Background: an optimization exercise with open tools, aiming at small area and a short achievable clock period. Do not read the settings as production practice.
Only simulation tests tie the RTL to the original design; equivalence was not proved.

==> flow/design.v (excerpt) <==
module FIR_Filter_16tap #(parameter N = 16)(
    input clk, reset, enable,
    input [N-1:0] data_in,
    output [31:0] data_out
);
export LEC_CHECK = 0
export CAP_MARGIN = 20
export CORE_MARGIN = 2
export CORE_UTILIZATION = 70
export SLEW_MARGIN = 20
create_clock -name core_clock -period 16.0 [get_ports {clk}]
standard.sh (not shown) runs the stock make flow with config.mk's settings and CLKGATE_MAP_FILE= SYNTH_SCRIPT=/design/flow/synth_recipe.tcl, a recipe that flattens the netlist after the stock synthesis.
==> flow/flow/run.sh <==
#!/bin/bash
# Layout flow: the standard flow with its synthesis netlist replaced by a
# hand-built gate netlist of the same design (flow/hand.py), then
#  - flow/fixpol.py removes inverters around full adders (a full adder is
#    self-dual); the logic function is unchanged;
#  - timing repair aims at a tighter setup margin than the 16 ns clock needs;
#  - ports are buffered with buf_2, and the clock tree uses clkbuf_4/8 with
#    larger sink clusters and no dummy loads.
# The standard synthesis still runs first; if its registers (names and cell
# types) differ from the hand netlist's, its own netlist is kept instead.
set -euo pipefail
MARGIN=${MARGIN:-11.3}
CTS="-sink_clustering_enable -repair_clock_nets -dont_use_dummy_load -buf_list {sky130_fd_sc_hd__clkbuf_8} -sink_clustering_size 15 -sink_clustering_max_diameter 60"
R=orfs/results/sky130hd/FIR_Filter_16tap/base
bash standard.sh synth > make_synth.log 2>&1
cp $R/1_2_yosys.v std_synth.v
python3 flow/hand.py --pol alt --csC --x1c --cpaA bk -o hand.v > hand.log 2>&1
regs() { grep -o 'dfxtp_1 [^ ]*' "$1" | sort; }
if [[ "$(regs std_synth.v)" == "$(regs hand.v)" ]] && [[ $(regs hand.v | wc -l) -gt 0 ]]; then
  echo "using hand netlist" >> hand.log
  cp hand.v $R/1_2_yosys.v
else
  echo "register mismatch: keeping the standard netlist" >> hand.log
fi
python3 flow/fixpol.py $R/1_2_yosys.v > fixpol.log 2>&1
touch $R/1_2_yosys.v
bash standard.sh finish SETUP_SLACK_MARGIN=$MARGIN "BUFFER_PORTS_ARGS=-buffer_cell sky130_fd_sc_hd__buf_2" "CTS_ARGS=$CTS" > make_finish.log 2>&1
Other scripts of this flow, unchanged in this note and not shown: flow/flow/fixpol.py, flow/flow/hand.py
Rerun with:
Settings changed: CORE_UTILIZATION 70 to 80.
Fmax went down by 2.6%.
Clock-buffer cell count fell by 2.
Worst setup slack got worse by 0.12 ns.
Rerun with:
--- a/flow/flow/run.sh
+++ b/flow/flow/run.sh
@@ -26,2 +26,2 @@
 touch $R/1_2_yosys.v
-bash standard.sh finish SETUP_SLACK_MARGIN=$MARGIN "BUFFER_PORTS_ARGS=-buffer_cell sky130_fd_sc_hd__buf_2" "CTS_ARGS=$CTS" > make_finish.log 2>&1
+bash standard.sh finish SETUP_SLACK_MARGIN=$MARGIN "BUFFER_PORTS_ARGS=-buffer_cell sky130_fd_sc_hd__buf_4" "CTS_ARGS=$CTS" > make_finish.log 2>&1
Settings changed: CORE_UTILIZATION 80 to 55.
Outcome: The changed run completed with no timing, DRC or antenna violations. Setup slack gains 0.097 ns. Register-to-register slack gets better by 0.42 ns. Via count is lower by 14%. Clock skew is about the same.
Rerun with:
--- a/flow/flow/run.sh
+++ b/flow/flow/run.sh
@@ -26,2 +26,2 @@
 touch $R/1_2_yosys.v
-bash standard.sh finish SETUP_SLACK_MARGIN=$MARGIN "BUFFER_PORTS_ARGS=-buffer_cell sky130_fd_sc_hd__buf_4" "CTS_ARGS=$CTS" > make_finish.log 2>&1
+bash standard.sh finish SETUP_SLACK_MARGIN=$MARGIN "BUFFER_PORTS_ARGS=-buffer_cell sky130_fd_sc_hd__buf_2" "CTS_ARGS=$CTS" > make_finish.log 2>&1
Settings changed: CORE_UTILIZATION 55 to 62.
Effect:
- final cell count shrinks by a few percent
- first-iteration DRC count is higher by a quarter to a third
- non-clock buffer count came out higher by 4
- routed wire length went up by a few percent
- synthesized area does not change
- clock skew grows by 0.0070 ns
- count of clock-buffer cells in the layout stays the same

* * *

FIR_Filter_16tap again, from the RTL that the note above started with.
clock: 16.0 ns
lec_check: 0
cap_margin: 20
core_margin: 2
core_utilization: 70
slew_margin: 20
==> flow/flow/run.sh <==
#!/bin/bash
# Layout flow: the standard flow with its synthesis netlist replaced by a
# hand-built gate netlist of the same design (flow/hand.py), then
#  - flow/fixpol.py removes inverters around full adders (a full adder is
#    self-dual); the logic function is unchanged;
#  - timing repair aims at a tighter setup margin than the 16 ns clock needs;
#  - ports are buffered with buf_2, and the clock tree uses clkbuf_4/8 with
#    larger sink clusters and no dummy loads.
# The standard synthesis still runs first; if its registers (names and cell
# types) differ from the hand netlist's, its own netlist is kept instead.
set -euo pipefail
MARGIN=${MARGIN:-11}
CTS="-sink_clustering_enable -repair_clock_nets -dont_use_dummy_load -buf_list {sky130_fd_sc_hd__clkbuf_8} -sink_clustering_size 15 -sink_clustering_max_diameter 60"
R=orfs/results/sky130hd/FIR_Filter_16tap/base
bash standard.sh synth > make_synth.log 2>&1
cp $R/1_2_yosys.v std_synth.v
python3 flow/hand.py --pol alt --csC --x1c --cpaA bk -o hand.v > hand.log 2>&1
regs() { grep -o 'dfxtp_1 [^ ]*' "$1" | sort; }
if [[ "$(regs std_synth.v)" == "$(regs hand.v)" ]] && [[ $(regs hand.v | wc -l) -gt 0 ]]; then
  echo "using hand netlist" >> hand.log
  cp hand.v $R/1_2_yosys.v
else
  echo "register mismatch: keeping the standard netlist" >> hand.log
fi
python3 flow/fixpol.py $R/1_2_yosys.v > fixpol.log 2>&1
touch $R/1_2_yosys.v
bash standard.sh finish SETUP_SLACK_MARGIN=$MARGIN "BUFFER_PORTS_ARGS=-buffer_cell sky130_fd_sc_hd__buf_2" "CTS_ARGS=$CTS" > make_finish.log 2>&1
Other scripts of this flow, unchanged in this note and not shown: flow/flow/fixpol.py, flow/flow/hand.py
Edit:
--- a/flow/flow/run.sh
+++ b/flow/flow/run.sh
@@ -10,5 +10,5 @@
 # types) differ from the hand netlist's, its own netlist is kept instead.
 set -euo pipefail
-MARGIN=${MARGIN:-11}
+MARGIN=${MARGIN:-11.3}
 CTS="-sink_clustering_enable -repair_clock_nets -dont_use_dummy_load -buf_list {sky130_fd_sc_hd__clkbuf_8} -sink_clustering_size 15 -sink_clustering_max_diameter 60"
 R=orfs/results/sky130hd/FIR_Filter_16tap/base
@@ -25,3 +25,3 @@
 python3 flow/fixpol.py $R/1_2_yosys.v > fixpol.log 2>&1
 touch $R/1_2_yosys.v
-bash standard.sh finish SETUP_SLACK_MARGIN=$MARGIN "BUFFER_PORTS_ARGS=-buffer_cell sky130_fd_sc_hd__buf_2" "CTS_ARGS=$CTS" > make_finish.log 2>&1
+bash standard.sh finish SETUP_SLACK_MARGIN=$MARGIN "BUFFER_PORTS_ARGS=-buffer_cell sky130_fd_sc_hd__buf_4" "CTS_ARGS=$CTS" > make_finish.log 2>&1
CORE_UTILIZATION = 62   (was 70)
After rerunning:
- The changed run completed without violations
- flip-flop and latch count stays the same
- cell count rose by a few percent
- wire length rose by a few percent
- utilization fell by 6.2 points
- area after synthesis is unchanged

* * *

Another version of the RTL of FIR_Filter_16tap (not shown whole).
For scale: about 1400 cells after synthesis, ~51 I/O pins, roughly 16000 µm² of cells after synthesis.
clock: 16.0 ns
lec_check: 0
cap_margin: 20
core_margin: 2
core_utilization: 62
slew_margin: 20
==> flow/flow/run.sh <==
#!/bin/bash
# Layout flow: the standard flow with its synthesis netlist replaced by a
# hand-built gate netlist of the same design (flow/hand.py, the script that
# also wrote rtl/fir_filter_16tap.v, so registers and adder structure match
# the RTL one for one), then
#  - flow/fixpol.py removes inverters around full adders (a full adder is
#    self-dual); the logic function is unchanged;
#  - timing repair aims at a setup margin of 11.3 ns (about a 4.7 ns period)
#    instead of the bare 16 ns clock;
#  - ports are buffered with buf_4 cells, and the clock tree uses clkbuf_8
#    cells, sink clusters of 18 and no dummy loads.
# The standard synthesis still runs first; if its registers (names and cell
# types) differ from the hand netlist's, its own netlist is kept instead.
# Logs: make_synth.log, hand.log, fixpol.log, make_finish.log here, and the
# ORFS logs under orfs/logs.
set -euo pipefail
MARGIN=${MARGIN:-11.4}
CTS="-sink_clustering_enable -repair_clock_nets -dont_use_dummy_load -buf_list {sky130_fd_sc_hd__clkbuf_8} -sink_clustering_size 18 -sink_clustering_max_diameter 60"
R=orfs/results/sky130hd/FIR_Filter_16tap/base
bash standard.sh synth > make_synth.log 2>&1
cp $R/1_2_yosys.v std_synth.v
python3 flow/hand.py --pol alt --csC --x1c --cpaA bk --gclr --c16ha -o hand.v > hand.log 2>&1
regs() { grep -o 'dfxtp_1 [^ ]*' "$1" | sort; }
if [[ "$(regs std_synth.v)" == "$(regs hand.v)" ]] && [[ $(regs hand.v | wc -l) -gt 0 ]]; then
  echo "using hand netlist" >> hand.log
  cp hand.v $R/1_2_yosys.v
else
  echo "register mismatch: keeping the standard netlist" >> hand.log
fi
python3 flow/fixpol.py $R/1_2_yosys.v > fixpol.log 2>&1
touch $R/1_2_yosys.v
bash standard.sh finish SETUP_SLACK_MARGIN=$MARGIN "BUFFER_PORTS_ARGS=-buffer_cell sky130_fd_sc_hd__buf_4" "CTS_ARGS=$CTS" > make_finish.log 2>&1
Other scripts of this flow, unchanged in this note and not shown: flow/flow/fixpol.py, flow/flow/hand.py
The first run ran to the end with no violations.
Then changed:
--- a/flow/flow/run.sh
+++ b/flow/flow/run.sh
@@ -11 +11 @@
-#    cells, sink clusters of 18 and no dummy loads.
+#    cells, sink clusters of 15 and no dummy loads.
@@ -17,2 +17,2 @@
-MARGIN=${MARGIN:-11.4}
-CTS="-sink_clustering_enable -repair_clock_nets -dont_use_dummy_load -buf_list {sky130_fd_sc_hd__clkbuf_8} -sink_clustering_size 18 -sink_clustering_max_diameter 60"
+MARGIN=${MARGIN:-11.45}
+CTS="-sink_clustering_enable -repair_clock_nets -dont_use_dummy_load -buf_list {sky130_fd_sc_hd__clkbuf_8} -sink_clustering_size 15 -sink_clustering_max_diameter 60"
Result: Worst setup slack gains 0.028 ns. Clock-buffer cell count goes up by 4. Critical path depth is unchanged. Synthesized cell count stays the same. Sequential cell count does not change. Via count came out higher by 0.52%. Final area went up by 1.4%.

* * *

Starting RTL as in the previous note.
clock: 16.0 ns
lec_check: 0
cap_margin: 20
core_margin: 2
core_utilization: 62
slew_margin: 20
==> flow/flow/run.sh <==
#!/bin/bash
# Layout flow: the standard flow with its synthesis netlist replaced by a
# hand-built gate netlist of the same design (flow/hand.py, the script that
# also wrote rtl/fir_filter_16tap.v, so registers and adder structure match
# the RTL one for one), then
#  - flow/fixpol.py removes inverters around full adders (a full adder is
#    self-dual); the logic function is unchanged;
#  - timing repair aims at a setup margin of 11.3 ns (about a 4.7 ns period)
#    instead of the bare 16 ns clock;
#  - ports are buffered with buf_4 cells, and the clock tree uses clkbuf_8
#    cells, sink clusters of 15 and no dummy loads.
# The standard synthesis still runs first; if its registers (names and cell
# types) differ from the hand netlist's, its own netlist is kept instead.
# Logs: make_synth.log, hand.log, fixpol.log, make_finish.log here, and the
# ORFS logs under orfs/logs.
set -euo pipefail
MARGIN=${MARGIN:-11.3}
CTS="-sink_clustering_enable -repair_clock_nets -dont_use_dummy_load -buf_list {sky130_fd_sc_hd__clkbuf_8} -sink_clustering_size 15 -sink_clustering_max_diameter 60"
R=orfs/results/sky130hd/FIR_Filter_16tap/base
bash standard.sh synth > make_synth.log 2>&1
cp $R/1_2_yosys.v std_synth.v
python3 flow/hand.py --pol alt --csC --x1c --cpaA bk --gclr --c16ha -o hand.v > hand.log 2>&1
regs() { grep -o 'dfxtp_1 [^ ]*' "$1" | sort; }
if [[ "$(regs std_synth.v)" == "$(regs hand.v)" ]] && [[ $(regs hand.v | wc -l) -gt 0 ]]; then
  echo "using hand netlist" >> hand.log
  cp hand.v $R/1_2_yosys.v
else
  echo "register mismatch: keeping the standard netlist" >> hand.log
fi
python3 flow/fixpol.py $R/1_2_yosys.v > fixpol.log 2>&1
touch $R/1_2_yosys.v
bash standard.sh finish SETUP_SLACK_MARGIN=$MARGIN "BUFFER_PORTS_ARGS=-buffer_cell sky130_fd_sc_hd__buf_4" "CTS_ARGS=$CTS" > make_finish.log 2>&1
Other scripts of this flow, unchanged in this note and not shown: flow/flow/fixpol.py, flow/flow/hand.py
Rerun with:
--- a/flow/flow/run.sh
+++ b/flow/flow/run.sh
@@ -9,5 +9,5 @@
 #    instead of the bare 16 ns clock;
 #  - ports are buffered with buf_4 cells, and the clock tree uses clkbuf_8
-#    cells, sink clusters of 15 and no dummy loads.
+#    cells, sink clusters of 18 and no dummy loads.
 # The standard synthesis still runs first; if its registers (names and cell
 # types) differ from the hand netlist's, its own netlist is kept instead.
@@ -16,5 +16,5 @@
 set -euo pipefail
 MARGIN=${MARGIN:-11.3}
-CTS="-sink_clustering_enable -repair_clock_nets -dont_use_dummy_load -buf_list {sky130_fd_sc_hd__clkbuf_8} -sink_clustering_size 15 -sink_clustering_max_diameter 60"
+CTS="-sink_clustering_enable -repair_clock_nets -dont_use_dummy_load -buf_list {sky130_fd_sc_hd__clkbuf_8} -sink_clustering_size 18 -sink_clustering_max_diameter 60"
 R=orfs/results/sky130hd/FIR_Filter_16tap/base
 bash standard.sh synth > make_synth.log 2>&1
After rerunning:
- The new run finished with timing, DRC and antenna clean
- routed wire length stays flat
- register-to-register slack loses 0.02 ns
- worst hold slack gets worse by 0.025 ns
- final area came out lower by 0.39%
- setup slack gains 0.018 ns
- clock skew goes down by 0.018 ns
- area after synthesis is unchanged
Rerun with:
--- a/flow/flow/run.sh
+++ b/flow/flow/run.sh
@@ -9,5 +9,5 @@
 #    instead of the bare 16 ns clock;
 #  - ports are buffered with buf_4 cells, and the clock tree uses clkbuf_8
-#    cells, sink clusters of 18 and no dummy loads.
+#    cells, sink clusters of 15 and no dummy loads.
 # The standard synthesis still runs first; if its registers (names and cell
 # types) differ from the hand netlist's, its own netlist is kept instead.
@@ -16,5 +16,5 @@
 set -euo pipefail
 MARGIN=${MARGIN:-11.3}
-CTS="-sink_clustering_enable -repair_clock_nets -dont_use_dummy_load -buf_list {sky130_fd_sc_hd__clkbuf_8} -sink_clustering_size 18 -sink_clustering_max_diameter 60"
+CTS="-sink_clustering_enable -repair_clock_nets -dont_use_dummy_load -buf_list {sky130_fd_sc_hd__clkbuf_8} -sink_clustering_size 12 -sink_clustering_max_diameter 50"
 R=orfs/results/sky130hd/FIR_Filter_16tap/base
 bash standard.sh synth > make_synth.log 2>&1
The changed run ran to the end with no violations.
Critical path depth stays the same.
Worst setup slack gets worse by 0.031 ns.
Clock-buffer cell count rises by 13.
Global-route usage rises by 0.47 points.
Sequential cell count stays the same.
Final cell count rises by 1.2%.
Rerun with:
--- a/flow/flow/run.sh
+++ b/flow/flow/run.sh
@@ -16,5 +16,5 @@
 set -euo pipefail
 MARGIN=${MARGIN:-11.3}
-CTS="-sink_clustering_enable -repair_clock_nets -dont_use_dummy_load -buf_list {sky130_fd_sc_hd__clkbuf_8} -sink_clustering_size 12 -sink_clustering_max_diameter 50"
+CTS="-sink_clustering_enable -repair_clock_nets -dont_use_dummy_load -buf_list {sky130_fd_sc_hd__clkbuf_8} -sink_clustering_size 18 -sink_clustering_max_diameter 60"
 R=orfs/results/sky130hd/FIR_Filter_16tap/base
 bash standard.sh synth > make_synth.log 2>&1
=> The new run finished with timing, DRC and antenna clean. Sequential share of layout area is higher by 0.77 points. Final cell count drops by 1.2%. Setup slack gains 0.031 ns. Non-clock buffer count shrinks by 9. Utilization drops by 1.4 points. Clock-buffer cell count is lower by 13.

* * *

FIR_Filter_16tap with an RTL version that a note above also has.
Size: about 1,400 cells after synthesis.
Design FIR_Filter_16tap, start of the top module:
module FIR_Filter_16tap #(parameter N = 16)(
    input clk, reset, enable,
    input [N-1:0] data_in,
    output [31:0] data_out
);
  reg [15:0] x1;
  reg [15:0] xn2;
  reg [15:0] x3;
  reg [15:0] xn4;
  reg [15:0] x5;
  reg [15:0] xn6;
  reg [15:0] x7;
  reg [15:0] xn8;
  reg [15:0] x9;
  reg [15:0] xn10;
  reg [15:0] x11;
  reg [15:0] xn12;
  reg [15:0] x13;
  reg [15:0] xn14;
  reg [15:0] x15;
  reg [15:0] xn16;
  reg [20:0] Cc;
  reg [24:0] Cs;
  reg [24:0] y1;
  wire _h1_;
  wire _h3_;
  wire _h5_;
  wire _h7_;
  wire _h9_;
  wire _h11_;
  wire _h13_;
  wire _h15_;
  wire _h17_;
  wire _h19_;
  wire _h21_;
  wire _h23_;
  wire _h25_;
  wire _h27_;
  wire _h29_;
  wire _h31_;
  wire _h33_;
  wire _h35_;
  wire _h37_;
  wire _h39_;
  wire _h41_;
  wire _h43_;
  wire _h45_;
  wire _h47_;
  wire _h49_;
  wire _h51_;
  wire _h53_;
  wire _h55_;
  wire _h57_;
  wire _h59_;
  wire _h61_;
  wire _h63_;
  wire _h65_;
  wire _h67_;
  wire _h69_;
  wire _h71_;
  wire _h73_;
  wire _h75_;
  wire _h77_;
  wire _h79_;
  wire _h81_;
  wire _h83_;
  wire _h85_;
  wire _h87_;
  wire _h89_;
  wire _h91_;
  wire _h93_;
  ...
==> flow/config.mk <==
export PLATFORM = sky130hd
export DESIGN_NAME = FIR_Filter_16tap
export DESIGN_NICKNAME = FIR_Filter_16tap
export VERILOG_FILES = /design/flow/design.v
export SDC_FILE = /design/flow/constraint.sdc
export NUM_CORES = 4
export LEC_CHECK = 0
export CAP_MARGIN = 20
export CORE_MARGIN = 2
export CORE_UTILIZATION = 62
export SLEW_MARGIN = 20
==> flow/constraint.sdc <==
create_clock -name core_clock -period 16.0 [get_ports {clk}]
set_input_delay 3.2000 -clock core_clock [delete_from_list [all_inputs] [get_ports {clk}]]
set_output_delay 3.2000 -clock core_clock [all_outputs]
set_load 0.01 [all_outputs]
==> flow/flow/run.sh <==
#!/bin/bash
# Layout flow: the standard flow with its synthesis netlist replaced by a
# hand-built gate netlist of the same design (flow/hand.py, the script that
# also wrote rtl/fir_filter_16tap.v, so registers and adder structure match
# the RTL one for one), then
#  - flow/fixpol.py removes inverters around full adders (a full adder is
#    self-dual); the logic function is unchanged;
#  - timing repair aims at a setup margin of 11.3 ns (about a 4.7 ns period)
#    instead of the bare 16 ns clock;
#  - ports are buffered with buf_4 cells, and the clock tree uses clkbuf_8
#    cells, sink clusters of 15 and no dummy loads.
# The standard synthesis still runs first; if its registers (names and cell
# types) differ from the hand netlist's, its own netlist is kept instead.
# Logs: make_synth.log, hand.log, fixpol.log, make_finish.log here, and the
# ORFS logs under orfs/logs.
set -euo pipefail
MARGIN=${MARGIN:-11.3}
CTS="-sink_clustering_enable -repair_clock_nets -dont_use_dummy_load -buf_list {sky130_fd_sc_hd__clkbuf_8} -sink_clustering_size 15 -sink_clustering_max_diameter 60"
R=orfs/results/sky130hd/FIR_Filter_16tap/base
bash standard.sh synth > make_synth.log 2>&1
cp $R/1_2_yosys.v std_synth.v
python3 flow/hand.py --pol alt --csC --x1c --cpaA bk -o hand.v > hand.log 2>&1
regs() { grep -o 'dfxtp_1 [^ ]*' "$1" | sort; }
if [[ "$(regs std_synth.v)" == "$(regs hand.v)" ]] && [[ $(regs hand.v | wc -l) -gt 0 ]]; then
  echo "using hand netlist" >> hand.log
  cp hand.v $R/1_2_yosys.v
else
  echo "register mismatch: keeping the standard netlist" >> hand.log
fi
python3 flow/fixpol.py $R/1_2_yosys.v > fixpol.log 2>&1
touch $R/1_2_yosys.v
bash standard.sh finish SETUP_SLACK_MARGIN=$MARGIN "BUFFER_PORTS_ARGS=-buffer_cell sky130_fd_sc_hd__buf_4" "CTS_ARGS=$CTS" > make_finish.log 2>&1
Other scripts of this flow, unchanged in this note and not shown: flow/flow/fixpol.py, flow/flow/hand.py
The starting point completed without violations.
Then changed:
--- a/flow/flow/run.sh
+++ b/flow/flow/run.sh
@@ -30,3 +30,3 @@
 python3 flow/fixpol.py $R/1_2_yosys.v > fixpol.log 2>&1
 touch $R/1_2_yosys.v
-bash standard.sh finish SETUP_SLACK_MARGIN=$MARGIN "BUFFER_PORTS_ARGS=-buffer_cell sky130_fd_sc_hd__buf_4" "CTS_ARGS=$CTS" > make_finish.log 2>&1
+bash standard.sh finish SETUP_SLACK_MARGIN=$MARGIN "BUFFER_PORTS_ARGS=-buffer_cell sky130_fd_sc_hd__buf_4" "CTS_ARGS=$CTS" RECOVER_POWER=100 > make_finish.log 2>&1
Result: The changed run produced a layout that fails on capacitance limit, slew limit; first-iteration DRC count came out lower by 1.6%; wire length barely changes; hold slack gets better by 0.0040 ns; setup slack loses 4.3 ns; count of clock-buffer cells in the layout is unchanged.

-- re-timing with driven ports --
The flow's constraints put no driver on any port. The routed layouts listed below were extracted and timed again, unchanged, in two steps.
Step 1, drivers: a clkbuf_16 drives clk and a buf_2 each remaining input, both assumed.
Step 2 moves the port delays by t, midway between the first and last clock arrival at a register: inputs arrive t later, outputs are due t later. That takes back most of the time a late clock gives input paths.
Three values: ideal ports, drivers, drivers and shift; two values: the first two.
run	t, ns	setup slack, ns	slew at the worst register clock pin (ns)
the first run of note 1	0.611	11.311 / 11.328 / 10.717	0.10 / 0.10
the second run of note 1	0.640	11.187 / 11.197 / 10.563	0.11 / 0.11
the third run of note 1	0.629	11.285 / 11.306 / 10.677	0.10 / 0.10
the fourth run of note 1	0.616	11.345 / 11.361 / 10.745	0.10 / 0.10
the first run of note 2	0.609	11.162 / 11.186 / 10.577	0.10 / 0.10
the second run of note 2	0.630	11.344 / 11.372 / 10.742	0.10 / 0.10
the first run of note 3	0.595	11.464 / 11.478 / 10.883	0.11 / 0.11
the second run of note 3	0.604	11.492 / 11.486 / 10.882	0.09 / 0.09
the first run of note 4	0.603	11.388 / 11.408 / 10.805	0.09 / 0.09
the second run of note 4	0.594	11.406 / 11.429 / 10.835	0.11 / 0.11
the third run of note 4	0.563	11.375 / 11.398 / 10.835	0.08 / 0.08
the fourth run of note 4	0.594	11.406 / 11.429 / 10.835	0.11 / 0.11
the first run of note 5	0.630	11.344 / 11.372 / 10.742	0.10 / 0.10
the second run of note 5	0.631	7.044 / 7.071 / 6.440	0.10 / 0.10
For the second run of note 1, which loses most, drivers alone change the setup slack by +0.010 ns; drivers and shift together by -0.624 ns.
